Source: an optimization exercise on an open RTL-to-GDS flow (aim: small area, a short achievable clock period and few clock cycles). Production flows keep margins and buffers that such runs may drop. In this exercise RTL edits were held to simulation tests only and were not proved equivalent to the original. No activity file was given, so power comes from the tool's default toggle rates.

## CHIP
module CHIP #(
    parameter BIT_W = 32
)(
    input               i_clk,
    input               i_rst_n,
    input  [BIT_W-1:0]  i_IMEM_data,
    output [BIT_W-1:0]  o_IMEM_addr,
    output              o_IMEM_cen,
    input               i_DMEM_stall,
    input  [BIT_W-1:0]  i_DMEM_rdata,
    output              o_DMEM_cen,
    output              o_DMEM_wen,
    output [BIT_W-1:0]  o_DMEM_addr,
    output [BIT_W-1:0]  o_DMEM_wdata
);
export LEC_CHECK = 0
export ABC_CLOCK_PERIOD_IN_PS = 3500
export CAP_MARGIN = 20
export CORE_MARGIN = 2
export CORE_UTILIZATION = 40
export SETUP_SLACK_MARGIN = 0.5
export SLEW_MARGIN = 20
create_clock -name core_clock -period 11.0 [get_ports {i_clk}]
standard.sh (not shown) runs the stock make flow with config.mk's settings and CLKGATE_MAP_FILE= SYNTH_SCRIPT=/design/flow/synth_recipe.tcl, a recipe that flattens the netlist after the stock synthesis.
==> flow/flow/run.sh <==
#!/bin/bash
set -uo pipefail
HERE=$(dirname "$0")
MARGIN=$(cat "$HERE/margin.txt")
RPT=orfs/reports/sky130hd/CHIP/base/6_finish.rpt

violations() {
  # prints the number of max slew / max cap violations in the finish report
  awk '/report_check_types/ {on=1} on && /VIOLATED/ {n++} /max_slew_check_slack/ {on=0} END {print n+0}' "$RPT"
}

bash standard.sh SETUP_SLACK_MARGIN="$MARGIN" finish > flow_make.log 2>&1
rc=$?
if [[ $rc -ne 0 || ! -f "$RPT" || $(violations) -ne 0 ]]; then
  mv orfs orfs_first
  rm -f out/final.def
  bash standard.sh SETUP_SLACK_MARGIN="$MARGIN" SKIP_GATE_CLONING=1 finish > flow_make_2.log 2>&1
  rc=$?

fi
exit $rc
==> flow/flow/margin.txt <==
6.75
Testbench counts at the start, summed over its fixed seeds: cycles 76,688.
Edit:
--- a/flow/design.v
+++ b/flow/design.v
@@ -33,13 +33,14 @@
     reg         v_e;
     reg  [31:0] x_e, y_e, b_e;    
     reg  [4:0]  rd_e;
     reg         e_wr;        
     reg         e_ld, e_st, e_mul, e_br, e_jalr;
     reg         e_sub;
-    reg  [2:0]  e_sel;       
+    reg  [6:0]  e_sel;       
+    reg  [4:0]  e_sh;        
     reg  [2:0]  e_f3;        
     reg         p_cen, p_wen, p_ld;
     reg  [31:0] p_addr, p_wdata;
     reg  [4:0]  p_rd;
     reg         m_busy, m_done;
     reg  [4:0]  m_rd;
@@ -111,26 +112,21 @@
                            (d_wrany & busy_reg(rd_d)) | d_ecall);
     wire [31:0] y_in = e_sub ? ~y_e : y_e;
     wire [32:0] sum33 = {1'b0, x_e} + {1'b0, y_in} + {32'd0, e_sub};
     wire [31:0] sum = sum33[31:0];
     wire        lt = (x_e[31] ^ y_e[31]) ? x_e[31] : sum[31];
     wire        eq = (x_e == y_e);
-    wire [31:0] shl = x_e << y_e[4:0];
-    wire [31:0] sra = $signed(x_e) >>> y_e[4:0];
-    reg  [31:0] res;
-    always @(*) begin
-        case (e_sel)
-            3'd0:    res = sum;
-            3'd1:    res = x_e & y_e;
-            3'd2:    res = x_e ^ y_e;
-            3'd3:    res = {31'd0, lt};
-            3'd4:    res = shl;
-            3'd5:    res = sra;
-            default: res = b_e;             
-        endcase
-    end
+    wire [31:0] shl = x_e << e_sh;
+    wire [31:0] sra = $signed(x_e) >>> e_sh;
+    wire [31:0] res = ({32{e_sel[0]}} & sum) |
+                      ({32{e_sel[1]}} & (x_e & y_e)) |
+                      ({32{e_sel[2]}} & (x_e ^ y_e)) |
+                      ({32{e_sel[3]}} & {31'd0, lt}) |
+                      ({32{e_sel[4]}} & shl) |
+                      ({32{e_sel[5]}} & sra) |
+                      ({32{e_sel[6]}} & b_e);           
     assign ex_res = res;
     reg taken;
     always @(*) begin
         case (e_f3)
             3'b000:  taken = eq;
             3'b001:  taken = ~eq;
@@ -203,19 +199,20 @@
             e_st   <= d_st;
             e_mul  <= d_mul;
             e_br   <= d_br;
             e_jalr <= d_jalr;
             e_sub  <= (d_r & ir[30]) | d_br | (d_i & f3_d == 3'b010);
             e_f3   <= f3_d;
-            if (d_jalr)                          e_sel <= 3'd6;
-            else if (d_r & f3_d == 3'b111)       e_sel <= 3'd1;
-            else if (d_r & f3_d == 3'b100)       e_sel <= 3'd2;
-            else if (d_i & f3_d == 3'b010)       e_sel <= 3'd3;
-            else if (d_i & f3_d == 3'b001)       e_sel <= 3'd4;
-            else if (d_i & f3_d == 3'b101)       e_sel <= 3'd5;
-            else                                 e_sel <= 3'd0;
+            e_sh   <= ir[24:20];
+            if (d_jalr)                          e_sel <= 7'b1000000;
+            else if (d_r & f3_d == 3'b111)       e_sel <= 7'b0000010;
+            else if (d_r & f3_d == 3'b100)       e_sel <= 7'b0000100;
+            else if (d_i & f3_d == 3'b010)       e_sel <= 7'b0001000;
+            else if (d_i & f3_d == 3'b001)       e_sel <= 7'b0010000;
+            else if (d_i & f3_d == 3'b101)       e_sel <= 7'b0100000;
+            else                                 e_sel <= 7'b0000001;
         end
     end
     wire        wb_en   = wp_r | wp_m | ex_wr_now;
     wire [4:0]  wb_rd   = wp_r ? p_rd : wp_m ? m_rd : rd_e;
     wire [31:0] wb_data = wp_r ? i_DMEM_rdata : wp_m ? m_acc : ex_res;
     integer k;
=>
- final area is about the same
- total power hardly moves
- via count drops by 2.6%
- sequential power hardly moves
- first-iteration DRC count came out lower by 3.1%
- combinational power decreases by 7.2%
- cell count fell by 2.4%
- hold slack improves by 18 ps
- core utilization stays flat
Testbench counts after the change, summed over its fixed seeds: cycles 76,688.


## job 8463
CHIP, a different RTL version from the one above (not shown whole).
Size: roughly 6100 cells after synthesis, about 1500 flip-flops, ~74000 um^2 of cells after synthesis.
==> flow/design.v (excerpt) <==
module CHIP #(
    parameter BIT_W = 32
)(
    input               i_clk,
    input               i_rst_n,
    input  [BIT_W-1:0]  i_IMEM_data,
    output [BIT_W-1:0]  o_IMEM_addr,
    output              o_IMEM_cen,
    input               i_DMEM_stall,
    input  [BIT_W-1:0]  i_DMEM_rdata,
    output              o_DMEM_cen,
    output              o_DMEM_wen,
    output [BIT_W-1:0]  o_DMEM_addr,
    output [BIT_W-1:0]  o_DMEM_wdata
);
Settings: LEC_CHECK=0, ABC_CLOCK_PERIOD_IN_PS=3500, CAP_MARGIN=20, CORE_MARGIN=2, CORE_UTILIZATION=40, SETUP_SLACK_MARGIN=0.5, SLEW_MARGIN=20; clock period 11.0 ns.
==> flow/flow/margin.txt <==
7.0
Scripts as last shown in full above: flow/flow/run.sh
Testbench counts of job 8463, summed over its fixed seeds: cycles 79,174.
> inputs changed (job 8463 -> job 962)
--- a/flow/design.v
+++ b/flow/design.v
@@ -85,27 +85,27 @@
         begin
             rf_sel = 32'd0;
             for (j = 1; j < 32; j = j + 1)
                 rf_sel = rf_sel | ({32{oh[j]}} & rf[j]);
         end
     endfunction
     wire        rf_v1  = |(oh1_d & {rf_v, 1'b1});
     wire        rf_v2  = |(oh2_d & {rf_v, 1'b1});
     wire [31:0] rf_rd1 = rf_v1 ? rf_sel(oh1_d) : ({32{oh1_d[2]}} & SP_RESET) | ({32{oh1_d[3]}} & GP_RESET);
     wire [31:0] rf_rd2 = rf_v2 ? rf_sel(oh2_d) : ({32{oh2_d[2]}} & SP_RESET) | ({32{oh2_d[3]}} & GP_RESET);
     wire [31:0] ex_res;
     wire        ex_wr_now;           
-    wire [31:0] rs1_val = rf_rd1;
-    wire [31:0] rs2_val = rf_rd2;
-    wire pe_e = v_e & (e_ld | e_mul | e_wr) & (rd_e != 5'd0);
+    wire [31:0] rs1_val = (ex_wr_now && rd_e == rs1_d) ? ex_res : rf_rd1;
+    wire [31:0] rs2_val = (ex_wr_now && rd_e == rs2_d) ? ex_res : rf_rd2;
+    wire pe_e = v_e & (e_ld | e_mul) & (rd_e != 5'd0);
     wire pe_p = p_cen & p_ld;
     wire pe_m = m_busy | m_done;
     function busy_reg;
         input [4:0] r;
         begin
             busy_reg = (r != 5'd0) &&
                        ((pe_e && rd_e == r) || (pe_p && p_rd == r) ||
                         (pe_m && m_rd == r));
         end
     endfunction
     wire hazard_d = v_d & ((d_use1 & busy_reg(rs1_d)) | (d_use2 & busy_reg(rs2_d)) |
                            (d_wrany & busy_reg(rd_d)) | d_ecall);
Notes after the runs:
Job 8463: done, clean on timing, DRC and antenna
Job 962 finished every step from synthesis to the final layout, and the layout passed the timing, design-rule and antenna checks.
Sort job 8463 and job 962 by setup slack desc -> top: job 8463
The required time reported for the critical path endpoint in job 962 sits 0.06 ns above the value recorded for job 8463.
Job 962 vs job 8463 on relative area change from synthesis to final layout: job 962 is the lower one.
Cell area after synthesis in job 962 vs job 8463: up 830 um^2
In job 962, transition time of the tightest slew-check pin is lower than in job 8463.
Of job 8463 and job 962, the lower pin count of the biggest net entering global routing belongs to job 8463.
Compared with job 8463, job 962 shows a lower fraction of standard cell area that is sequential.
Testbench counts of job 962, summed over its fixed seeds: cycles 76,688.

## re-timing with driven ports
How much do the figures lean on ideal ports? The routed layouts below were timed once more, with nothing changed but the port constraints.
Step 1 (the two cells are an assumption about what drives the block):
set clk [get_ports {i_clk}]
set_driving_cell -lib_cell sky130_fd_sc_hd__clkbuf_16 $clk
set_driving_cell -lib_cell sky130_fd_sc_hd__buf_2 [delete_from_list [all_inputs] $clk]
Step 2 also shifts input and output timing later by t, the mid clock arrival at the registers, as if the neighbouring blocks saw the same clock.
Slacks: ideal / step 1 / step 2; pairs: ideal / step 1.
run	t, ns	slack for setup (ns)	worst hold slack (ns)	worst register clock-pin slew, ns	cell pins on the clock port's net
the first run of note 1	0.905	6.557 / 6.557 / 5.739	0.423 / 0.423 / 0.423	0.07 / 0.07	1
the second run of note 1	0.913	6.720 / 6.651 / 5.861	0.441 / 0.441 / 0.441	0.08 / 0.08	1
job 8463	0.894	6.709 / 6.709 / 5.913	0.409 / 0.409 / 0.409	0.07 / 0.07	1
job 962	0.899	6.661 / 6.661 / 5.804	0.435 / 0.435 / 0.435	0.07 / 0.07	1
After both steps setup and hold are still met in every run listed. For the second run of note 1, which loses most, drivers alone change the setup slack by -0.069 ns; drivers and shift together by -0.859 ns.
